Context: an optimization exercise on an open-source flow, tuned for small area and a short achievable clock period. The choices shown serve that exercise and are no tape-out recipe.
RTL that was checked went through simulation tests only; none was proved equivalent to the original.

==> 07-03 <==
==> flow/design.v (excerpt) <==
module mips(
	input clk,                     
    input reset,                   
    input interrupt,               
    output [31:0] macroscopic_pc,  
    output [31:0] i_inst_addr,     
    input  [31:0] i_inst_rdata,    
    output [31:0] m_data_addr,     
    input  [31:0] m_data_rdata,    
    output [31:0] m_data_wdata,    
    output [3 :0] m_data_byteen,   
    output [31:0] m_int_addr,      
    output [3 :0] m_int_byteen,    
    output [31:0] m_inst_addr,     
    output w_grf_we,               
    output [4 :0] w_grf_addr,      
    output [31:0] w_grf_wdata,     
    output [31:0] w_inst_addr      
    );
wire IRQ0, IRQ1, DM_Wr, Timer0_Wr, Timer1_Wr;
wire [5:0] HWInt = {{3{1'b0}},interrupt,IRQ1,IRQ0};
wire [31:0] DIV_RD,DIV_WD, timer1_RD, timer0_RD, CPU_WD;
wire [3:0] DIV_Byteen, CPU_Byteen;
assign m_data_wdata = CPU_WD;
assign m_int_addr = m_data_addr;
assign m_int_byteen = CPU_Byteen;
CPU cpu(
	.clk (clk),
	.reset (reset),
    .i_inst_rdata (i_inst_rdata),
    .m_data_rdata (m_data_rdata),
	.HWInt (HWInt),
    .i_inst_addr (i_inst_addr),
    .m_data_addr (m_data_addr),
    .m_data_wdata (CPU_WD),
    .m_data_byteen (CPU_Byteen),
    .m_inst_addr (m_inst_addr),
    .w_grf_we (w_grf_we),
    .w_grf_addr (w_grf_addr),
    .w_grf_wdata (w_grf_wdata),
    .w_inst_addr (w_inst_addr),
	.macroscopic_pc (macroscopic_pc)
	);
wire DIV_Wr = |CPU_Byteen;
BRIDGE bridge(
	.DM_RD (m_data_rdata),
	.timer0_RD (timer0_RD),
	.timer1_RD (timer1_RD),
	.CPU_WD (CPU_WD),
	.DIV_Wr (DIV_Wr),
	.addr (m_data_addr),
	.CPU_Byteen (CPU_Byteen),
	.DM_Wr (DM_Wr),
	.DM_Byteen (m_data_byteen),
	.Timer0_Wr (Timer0_Wr),
	.Timer1_Wr (Timer1_Wr),
	.DIV_RD (DIV_RD),
	.DIV_WD (DIV_WD)
	);
TC timer0(
	.clk(clk), 
    .reset(reset), 
    .Addr(m_data_addr[31:2]), 
    .WE(Timer0_Wr), 
    .Din(DIV_WD), 
    .Dout(timer0_RD), 
    .IRQ(IRQ0)
	);
TC timer1(
	.clk(clk), 
    .reset(reset), 
    .Addr(m_data_addr[31:2]), 
  ...
==> module MULTDIV, before the edit <==
module MULTDIV(
    input clk,
    input reset,
	input [3:0] MD_Op,
    input [31:0] A,
    input [31:0] B,
	output reg busy,
    output reg [31:0] HI,
    output reg [31:0] LO
    );
reg [63:0] temp;
reg [3:0] cnt;
reg [31:0] hi,lo,tempA,tempB;
reg [31:0] res_hi,res_lo;
always @(posedge clk) begin
	if (reset) begin
		hi <= 0;
		lo <= 0;
	end
	else if (MD_Op == 0 || MD_Op == 2 || MD_Op == 1 || MD_Op == 3) begin
		hi <= res_hi;
		lo <= res_lo;
	end
end
always @(posedge clk) begin
	if (reset) begin
		busy <= 0;
		cnt <= 0;
		HI <= 0;
		LO <= 0;
	end
	else if (cnt == 0) begin
		case (MD_Op) 
			0: begin
				busy <= 1;
				cnt <= 5;
				end
			2: begin
				busy <= 1;
				cnt <= 5;
				end	
			1: begin
				busy <= 1;
				cnt <= 10;
				end
			3: begin
				busy <= 1;
				cnt <= 10;
				end
			4: HI <= A;
			5: LO <= A;
			default: begin
				busy <= 0;
				cnt <= 0;
			end
		endcase
	end
	else begin  
		case (MD_Op) 
			0: begin
				busy <= 1;
				cnt <= 5;
				end	
			2: begin
				busy <= 1;
				cnt <= 5;
				end	
			1: begin
				busy <= 1;
				cnt <= 5;
				end
			3: begin
				busy <= 1;
				cnt <= 5;
				end
			default:begin
				if (cnt == 1) begin
					busy <= 0;
					cnt <= 0;
					HI <= hi;
					LO <= lo;
					end
				else begin
					cnt <= (cnt == 0) ? 0 : cnt - 1;
					end
				end
		endcase
	end
end
always @(*) begin
	tempA = 0;
	tempB = 0;
	temp = 0;
	res_hi = hi;
	res_lo = lo;
	case (MD_Op)
		0: begin
			tempA = (A[31] == 1) ? opposite(A) : A;
			tempB = (B[31] == 1) ? opposite(B) : B;
			temp = tempA * tempB;
			temp = (A[31] == B[31]) ? temp : ~temp + 1;
			res_hi = temp[63:32];
			res_lo = temp[31:0];
			end
		2: begin
			temp = {{1'b0},A} * {{1'b0},B};
			res_hi = temp[63:32];
			res_lo = temp[31:0];
			end
		1: begin
			res_hi = $signed(A) % $signed(B);
			res_lo = $signed(A) / $signed(B);
			if (A == 32'h80000000 && B == 32'hffffffff) begin
				res_hi = 0;
				res_lo = 32'h80000000;
				end
			if (B == 0) begin
				res_hi = 0;
				res_lo = 0;
				end
			end
		3: begin
			res_hi = {{1'b0},A} % {{1'b0},B};
			res_lo = {{1'b0},A} / {{1'b0},B};
			if (B == 0) begin
				res_hi = 0;
				res_lo = 0;
				end
			end
		default: ;
	endcase
end
function [31:0] opposite;
	input [31:0] temp;
	begin
		opposite = ~temp + 1;
	end
endfunction
endmodule
==> module DATA_BYTE, before the edit <==
module DATA_BYTE(
	input [1:0] sType,
	input [31:0] DM_RD,
	input [31:0] tempWD, 
	input [1:0] lowAddr,
    output reg [3:0] m_data_byteen,
	output reg [31:0] DM_WD
    );
always @(*) begin
	DM_WD = DM_RD;
	case (sType)
		0 : begin
				m_data_byteen = 4'b1111;
				DM_WD = tempWD;
				end
		1 : begin
			   if (lowAddr[1] == 0) begin
				m_data_byteen = 4'b0011;
				DM_WD[15:0] = tempWD[15:0];
				end
			   else begin
				m_data_byteen = 4'b1100;
				DM_WD[31:16] = tempWD[15:0];
				end
			    end
		2 : begin
			case(lowAddr)
				0 : begin
					m_data_byteen = 4'b0001;
					DM_WD[7:0] = tempWD[7:0];
					end
				1 : begin
					m_data_byteen = 4'b0010;
					DM_WD[15:8] = tempWD[7:0];
					end
				2 : begin
					m_data_byteen = 4'b0100;
					DM_WD[23:16] = tempWD[7:0];
					end
				3 : begin
					m_data_byteen = 4'b1000;
					DM_WD[31:24] = tempWD[7:0];
					end
			endcase
			end
		default : m_data_byteen = 0;
	endcase
end
endmodule
clock: 125.0 ns
lec_check: 0
cap_margin: 40
cell_pad_in_sites_detail_placement: 1
cell_pad_in_sites_global_placement: 2
core_margin: 2
core_utilization: 30
place_density: 0.5
slew_margin: 40
run.sh (not shown) runs the stock make flow with config.mk's settings and CLKGATE_MAP_FILE= SYNTH_SCRIPT=/design/flow/synth_recipe.tcl, a recipe that flattens the netlist after the stock synthesis.
==> inputs of 05-01, as changes to 07-03 <==
--- a/flow/design.v
+++ b/flow/design.v
@@ -1383,18 +1383,62 @@
     output reg [31:0] HI,
     output reg [31:0] LO
     );
-reg [63:0] temp;
 reg [3:0] cnt;
-reg [31:0] hi,lo,tempA,tempB;
-reg [31:0] res_hi,res_lo;
-always @(posedge clk) begin
-	if (reset) begin
-		hi <= 0;
-		lo <= 0;
+wire isMult = (MD_Op == 0) || (MD_Op == 2);
+wire isDiv = (MD_Op == 1) || (MD_Op == 3);
+wire isSigned = (MD_Op == 0) || (MD_Op == 1);
+wire issue = isMult || isDiv;
+reg mode_div;           
+reg neg_q, neg_r, dz;   
+reg [32:0] ph;          
+reg [34:0] pl;          
+reg [32:0] md;          
+wire aNeg = isSigned & A[31];
+wire bNeg = isSigned & B[31];
+wire negA = isDiv ? aNeg : bNeg;
+wire [32:0] A33 = {aNeg, A};
+wire [32:0] nA = negA ? (~A33 + 33'd1) : A33;
+wire [31:0] absB = bNeg ? (~B + 32'd1) : B;
+reg [32:0] h;
+reg [34:0] l;
+reg [32:0] t;
+reg [33:0] s;
+integer k;
+always @(*) begin
+	h = ph;
+	l = pl;
+	for (k = 0; k < 7; k = k + 1) begin
+		if (mode_div) begin
+			t = {h[31:0], l[34]};
+			s = {1'b0, t} - {1'b0, md};
+			l = {l[33:0], ~s[33]};
+			h = s[33] ? t : s[32:0];
+		end
+		else begin
+			s = {h[32], h} + (l[0] ? {md[32], md} : 34'd0);
+			h = s[33:1];
+			l = {s[0], l[34:1]};
+		end
 	end
-	else if (MD_Op == 0 || MD_Op == 2 || MD_Op == 1 || MD_Op == 3) begin
-		hi <= res_hi;
-		lo <= res_lo;
+end
+wire [31:0] q = l[31:0];
+wire [31:0] r = h[31:0];
+wire [31:0] resLo = mode_div ? (dz ? 32'd0 : (neg_q ? (~q + 32'd1) : q)) : l[31:0];
+wire [31:0] resHi = mode_div ? (dz ? 32'd0 : (neg_r ? (~r + 32'd1) : r)) : {h[28:0], l[34:32]};
+wire iterate = (cnt != 0) && (cnt <= 5);
+always @(posedge clk) begin
+	if (issue) begin
+		mode_div <= isDiv;
+		neg_q <= aNeg ^ bNeg;
+		neg_r <= aNeg;
+		dz <= (B == 0);
+		ph <= 0;
+		pl <= {3'b000, isDiv ? nA[31:0] : absB};
+		md <= isDiv ? {1'b0, absB} : nA;
+	end
+	else if (iterate) begin
+		ph <= h;
+		pl <= l;
 	end
 end
 always @(posedge clk) begin
@@ -1406,19 +1450,11 @@
 	end
 	else if (cnt == 0) begin
 		case (MD_Op) 
-			0: begin
+			0, 2: begin
 				busy <= 1;
 				cnt <= 5;
 				end
-			2: begin
-				busy <= 1;
-				cnt <= 5;
-				end	
-			1: begin
-				busy <= 1;
-				cnt <= 10;
-				end
-			3: begin
+			1, 3: begin
 				busy <= 1;
 				cnt <= 10;
 				end
@@ -1431,86 +1467,21 @@
 		endcase
 	end
 	else begin  
-		case (MD_Op) 
-			0: begin
-				busy <= 1;
-				cnt <= 5;
-				end	
-			2: begin
-				busy <= 1;
-				cnt <= 5;
-				end	
-			1: begin
-				busy <= 1;
-				cnt <= 5;
-				end
-			3: begin
-				busy <= 1;
-				cnt <= 5;
-				end
-			default:begin
-				if (cnt == 1) begin
-					busy <= 0;
-					cnt <= 0;
-					HI <= hi;
-					LO <= lo;
-					end
-				else begin
-					cnt <= (cnt == 0) ? 0 : cnt - 1;
-					end
-				end
-		endcase
+		if (issue) begin
+			busy <= 1;
+			cnt <= 5;
+		end
+		else if (cnt == 1) begin
+			busy <= 0;
+			cnt <= 0;
+			HI <= resHi;
+			LO <= resLo;
+		end
+		else begin
+			cnt <= cnt - 1;
+		end
 	end
 end
-always @(*) begin
-	tempA = 0;
-	tempB = 0;
-	temp = 0;
-	res_hi = hi;
-	res_lo = lo;
-	case (MD_Op)
-		0: begin
-			tempA = (A[31] == 1) ? opposite(A) : A;
-			tempB = (B[31] == 1) ? opposite(B) : B;
-			temp = tempA * tempB;
-			temp = (A[31] == B[31]) ? temp : ~temp + 1;
-			res_hi = temp[63:32];
-			res_lo = temp[31:0];
-			end
-		2: begin
-			temp = {{1'b0},A} * {{1'b0},B};
-			res_hi = temp[63:32];
-			res_lo = temp[31:0];
-			end
-		1: begin
-			res_hi = $signed(A) % $signed(B);
-			res_lo = $signed(A) / $signed(B);
-			if (A == 32'h80000000 && B == 32'hffffffff) begin
-				res_hi = 0;
-				res_lo = 32'h80000000;
-				end
-			if (B == 0) begin
-				res_hi = 0;
-				res_lo = 0;
-				end
-			end
-		3: begin
-			res_hi = {{1'b0},A} % {{1'b0},B};
-			res_lo = {{1'b0},A} / {{1'b0},B};
-			if (B == 0) begin
-				res_hi = 0;
-				res_lo = 0;
-				end
-			end
-		default: ;
-	endcase
-end
-function [31:0] opposite;
-	input [31:0] temp;
-	begin
-		opposite = ~temp + 1;
-	end
-endfunction
 endmodule
 `timescale 1ns / 1ps
  `timescale 1ns / 1ps
@@ -1923,7 +1894,7 @@
 	output reg [31:0] DM_WD
     );
 always @(*) begin
-	DM_WD = DM_RD;
+	DM_WD = tempWD;
 	case (sType)
 		0 : begin
 				m_data_byteen = 4'b1111;
@@ -1932,30 +1903,30 @@
 		1 : begin
 			   if (lowAddr[1] == 0) begin
 				m_data_byteen = 4'b0011;
-				DM_WD[15:0] = tempWD[15:0];
+				DM_WD = {2{tempWD[15:0]}};
 				end
 			   else begin
 				m_data_byteen = 4'b1100;
-				DM_WD[31:16] = tempWD[15:0];
+				DM_WD = {2{tempWD[15:0]}};
 				end
 			    end
 		2 : begin
 			case(lowAddr)
 				0 : begin
 					m_data_byteen = 4'b0001;
-					DM_WD[7:0] = tempWD[7:0];
+					DM_WD = {4{tempWD[7:0]}};
 					end
 				1 : begin
 					m_data_byteen = 4'b0010;
-					DM_WD[15:8] = tempWD[7:0];
+					DM_WD = {4{tempWD[7:0]}};
 					end
 				2 : begin
 					m_data_byteen = 4'b0100;
-					DM_WD[23:16] = tempWD[7:0];
+					DM_WD = {4{tempWD[7:0]}};
 					end
 				3 : begin
 					m_data_byteen = 4'b1000;
-					DM_WD[31:24] = tempWD[7:0];
+					DM_WD = {4{tempWD[7:0]}};
 					end
 			endcase
 			end
ABC_AREA = 1   (was unset)
ABC_CLOCK_PERIOD_IN_PS = 50000   (was unset)
CORE_UTILIZATION = 50   (was 30)
PLACE_DENSITY = 0.65   (was 0.5)
==> inputs of 05-15, as changes to 07-03 <==
--- a/flow/design.v
+++ b/flow/design.v
@@ -1383,18 +1383,62 @@
     output reg [31:0] HI,
     output reg [31:0] LO
     );
-reg [63:0] temp;
 reg [3:0] cnt;
-reg [31:0] hi,lo,tempA,tempB;
-reg [31:0] res_hi,res_lo;
-always @(posedge clk) begin
-	if (reset) begin
-		hi <= 0;
-		lo <= 0;
+wire isMult = (MD_Op == 0) || (MD_Op == 2);
+wire isDiv = (MD_Op == 1) || (MD_Op == 3);
+wire isSigned = (MD_Op == 0) || (MD_Op == 1);
+wire issue = isMult || isDiv;
+reg mode_div;           
+reg neg_q, neg_r, dz;   
+reg [32:0] ph;          
+reg [34:0] pl;          
+reg [32:0] md;          
+wire aNeg = isSigned & A[31];
+wire bNeg = isSigned & B[31];
+wire negA = isDiv ? aNeg : bNeg;
+wire [32:0] A33 = {aNeg, A};
+wire [32:0] nA = negA ? (~A33 + 33'd1) : A33;
+wire [31:0] absB = bNeg ? (~B + 32'd1) : B;
+reg [32:0] h;
+reg [34:0] l;
+reg [32:0] t;
+reg [33:0] s;
+integer k;
+always @(*) begin
+	h = ph;
+	l = pl;
+	for (k = 0; k < 7; k = k + 1) begin
+		if (mode_div) begin
+			t = {h[31:0], l[34]};
+			s = {1'b0, t} - {1'b0, md};
+			l = {l[33:0], ~s[33]};
+			h = s[33] ? t : s[32:0];
+		end
+		else begin
+			s = {h[32], h} + (l[0] ? {md[32], md} : 34'd0);
+			h = s[33:1];
+			l = {s[0], l[34:1]};
+		end
 	end
-	else if (MD_Op == 0 || MD_Op == 2 || MD_Op == 1 || MD_Op == 3) begin
-		hi <= res_hi;
-		lo <= res_lo;
+end
+wire [31:0] q = l[31:0];
+wire [31:0] r = h[31:0];
+wire [31:0] resLo = mode_div ? (dz ? 32'd0 : (neg_q ? (~q + 32'd1) : q)) : l[31:0];
+wire [31:0] resHi = mode_div ? (dz ? 32'd0 : (neg_r ? (~r + 32'd1) : r)) : {h[28:0], l[34:32]};
+wire iterate = (cnt != 0) && (cnt <= 5);
+always @(posedge clk) begin
+	if (issue) begin
+		mode_div <= isDiv;
+		neg_q <= aNeg ^ bNeg;
+		neg_r <= aNeg;
+		dz <= (B == 0);
+		ph <= 0;
+		pl <= {3'b000, isDiv ? nA[31:0] : absB};
+		md <= isDiv ? {1'b0, absB} : nA;
+	end
+	else if (iterate) begin
+		ph <= h;
+		pl <= l;
 	end
 end
 always @(posedge clk) begin
@@ -1406,19 +1450,11 @@
 	end
 	else if (cnt == 0) begin
 		case (MD_Op) 
-			0: begin
+			0, 2: begin
 				busy <= 1;
 				cnt <= 5;
 				end
-			2: begin
-				busy <= 1;
-				cnt <= 5;
-				end	
-			1: begin
-				busy <= 1;
-				cnt <= 10;
-				end
-			3: begin
+			1, 3: begin
 				busy <= 1;
 				cnt <= 10;
 				end
@@ -1431,86 +1467,21 @@
 		endcase
 	end
 	else begin  
-		case (MD_Op) 
-			0: begin
-				busy <= 1;
-				cnt <= 5;
-				end	
-			2: begin
-				busy <= 1;
-				cnt <= 5;
-				end	
-			1: begin
-				busy <= 1;
-				cnt <= 5;
-				end
-			3: begin
-				busy <= 1;
-				cnt <= 5;
-				end
-			default:begin
-				if (cnt == 1) begin
-					busy <= 0;
-					cnt <= 0;
-					HI <= hi;
-					LO <= lo;
-					end
-				else begin
-					cnt <= (cnt == 0) ? 0 : cnt - 1;
-					end
-				end
-		endcase
+		if (issue) begin
+			busy <= 1;
+			cnt <= 5;
+		end
+		else if (cnt == 1) begin
+			busy <= 0;
+			cnt <= 0;
+			HI <= resHi;
+			LO <= resLo;
+		end
+		else begin
+			cnt <= cnt - 1;
+		end
 	end
 end
-always @(*) begin
-	tempA = 0;
-	tempB = 0;
-	temp = 0;
-	res_hi = hi;
-	res_lo = lo;
-	case (MD_Op)
-		0: begin
-			tempA = (A[31] == 1) ? opposite(A) : A;
-			tempB = (B[31] == 1) ? opposite(B) : B;
-			temp = tempA * tempB;
-			temp = (A[31] == B[31]) ? temp : ~temp + 1;
-			res_hi = temp[63:32];
-			res_lo = temp[31:0];
-			end
-		2: begin
-			temp = {{1'b0},A} * {{1'b0},B};
-			res_hi = temp[63:32];
-			res_lo = temp[31:0];
-			end
-		1: begin
-			res_hi = $signed(A) % $signed(B);
-			res_lo = $signed(A) / $signed(B);
-			if (A == 32'h80000000 && B == 32'hffffffff) begin
-				res_hi = 0;
-				res_lo = 32'h80000000;
-				end
-			if (B == 0) begin
-				res_hi = 0;
-				res_lo = 0;
-				end
-			end
-		3: begin
-			res_hi = {{1'b0},A} % {{1'b0},B};
-			res_lo = {{1'b0},A} / {{1'b0},B};
-			if (B == 0) begin
-				res_hi = 0;
-				res_lo = 0;
-				end
-			end
-		default: ;
-	endcase
-end
-function [31:0] opposite;
-	input [31:0] temp;
-	begin
-		opposite = ~temp + 1;
-	end
-endfunction
 endmodule
 `timescale 1ns / 1ps
  `timescale 1ns / 1ps
@@ -1923,7 +1894,7 @@
 	output reg [31:0] DM_WD
     );
 always @(*) begin
-	DM_WD = DM_RD;
+	DM_WD = tempWD;
 	case (sType)
 		0 : begin
 				m_data_byteen = 4'b1111;
@@ -1932,30 +1903,30 @@
 		1 : begin
 			   if (lowAddr[1] == 0) begin
 				m_data_byteen = 4'b0011;
-				DM_WD[15:0] = tempWD[15:0];
+				DM_WD = {2{tempWD[15:0]}};
 				end
 			   else begin
 				m_data_byteen = 4'b1100;
-				DM_WD[31:16] = tempWD[15:0];
+				DM_WD = {2{tempWD[15:0]}};
 				end
 			    end
 		2 : begin
 			case(lowAddr)
 				0 : begin
 					m_data_byteen = 4'b0001;
-					DM_WD[7:0] = tempWD[7:0];
+					DM_WD = {4{tempWD[7:0]}};
 					end
 				1 : begin
 					m_data_byteen = 4'b0010;
-					DM_WD[15:8] = tempWD[7:0];
+					DM_WD = {4{tempWD[7:0]}};
 					end
 				2 : begin
 					m_data_byteen = 4'b0100;
-					DM_WD[23:16] = tempWD[7:0];
+					DM_WD = {4{tempWD[7:0]}};
 					end
 				3 : begin
 					m_data_byteen = 4'b1000;
-					DM_WD[31:24] = tempWD[7:0];
+					DM_WD = {4{tempWD[7:0]}};
 					end
 			endcase
 			end
ABC_AREA = 1   (was unset)
ABC_CLOCK_PERIOD_IN_PS = 50000   (was unset)
CELL_PAD_IN_SITES_DETAIL_PLACEMENT = 0   (was 1)
CELL_PAD_IN_SITES_GLOBAL_PLACEMENT = 1   (was 2)
CORE_UTILIZATION = 40   (was 30)
PLACE_DENSITY = 0.6   (was 0.5)
==> results.py <==
metrics = {
    "run_status": {
        "outcome": "did not finish",
        "lastStage": "global placement without I/O (3_1_place_gp_skip_io)",
        "tool.error": "[ERROR GPL-0301] Utilization 102.045 % exceeds 100%.",
    },
    "logic_synthesis": {
        "synthAdderAreaFrac_pct": 5.36,
        "synthTopCellsByCount": "5,585 x nand2_1, 2,886 x nor2_1, 2,337 x inv_1, 2,094 x a21oi_1, 1,793 x nand3_1",
        "ys_ff_latch": 2204,
        "seq_area_frac_synth_pct": 35.9,
        "synth_edf_count": 1229,
        "synth-compound-area-share_pct": 17.8,
        "synth.avg_cell_area_um2": 6.78,
    },
    "floorplanning": {
        "rows": 205,
        "die_w_um": 564,
        "start_util_pct": 50.3,
        "fp.dieH_um": 564,
    },
}
[end of results for 05-01]
==> results.py <==
metrics = {
    "setup_path": {
        "path_buf_inv": 73,
    },
    "cells_and_area": {
        "nNetsFinal": 33200,
    },
    "floorplanning": {
        "fp.dieH_um": 905,
        "rows": 330,
    },
    "logic_synthesis": {
        "synth.avg_cell_area_um2": 8.59,
        "synth_edf_count": 1160,
        "ys_ff_latch": 2163,
        "synth-compound-area-share_pct": 15.5,
        "ys_warn_count": 18,
        "synthTopCellsByCount": "3,664 x nand2_1, 3,458 x nor2_1, 2,451 x inv_1, 1,801 x ha_1, 1,797 x fa_1",
        "synthAdderAreaFrac_pct": 24.0,
    },
    "run_status": {
        "outcome": "complete, no violations",
    },
}
[end of results for 07-03]
==> results.py <==
metrics = {
    "setup_path": {
        "path_buf_inv": 4,
        "critical_path_depth": 11,
    },
    "logic_synthesis": {
        "synth_edf_count": 1229,
        "seq_area_frac_synth_pct": 35.9,
        "synthTopCellsByCount": "5,585 x nand2_1, 2,886 x nor2_1, 2,337 x inv_1, 2,094 x a21oi_1, 1,793 x nand3_1",
        "ys_ff_latch": 2204,
        "synth.avg_cell_area_um2": 6.78,
        "synth-compound-area-share_pct": 17.8,
        "synthAdderAreaFrac_pct": 5.36,
    },
    "routing": {
        "vias_per_cell": 5.82,
    },
    "clocking": {
        "cts_tree": "done",
        "htree_levels": 5,
    },
    "run_status": {
        "outcome": "complete, no violations",
    },
    "floorplanning": {
        "start_util_pct": 40.1,
        "fp.dieH_um": 630,
        "die_w_um": 630,
    },
    "global_route": {
        "grt_pass1_vias": 151000,
    },
    "cells_and_area": {
        "finalInstanceArea_um2": 175000,
    },
}
[end of results for 05-15]
The RTL of 07-03 was laid out without a check of its function.

[static timing again, ports no longer ideal]
The results above use ideal ports. As a check the final layouts listed here were re-extracted and re-timed, cells and wires unchanged. Step 1 assumes that a clkbuf_16 drives the clock port and a buf_2 every other input. Step 2, shift: input delay + t, output delay - t, t = (earliest + latest rising clock arrival at the registers) / 2. This alone moves slack from input paths to output paths. a / b / c = ideal / step 1 / step 2; a / b = the first two.
run	t, ns	setup WS [ns]	worst setup path at the end
07-03	1.092	6.298 / 6.298 / 6.298	register to register
05-15	1.062	72.723 / 72.696 / 72.696	input to output
After both steps setup and hold are still met in every run listed. The setup slack of 05-15, which loses most, moves by -0.027 ns with the drivers and by -0.027 ns with both steps.
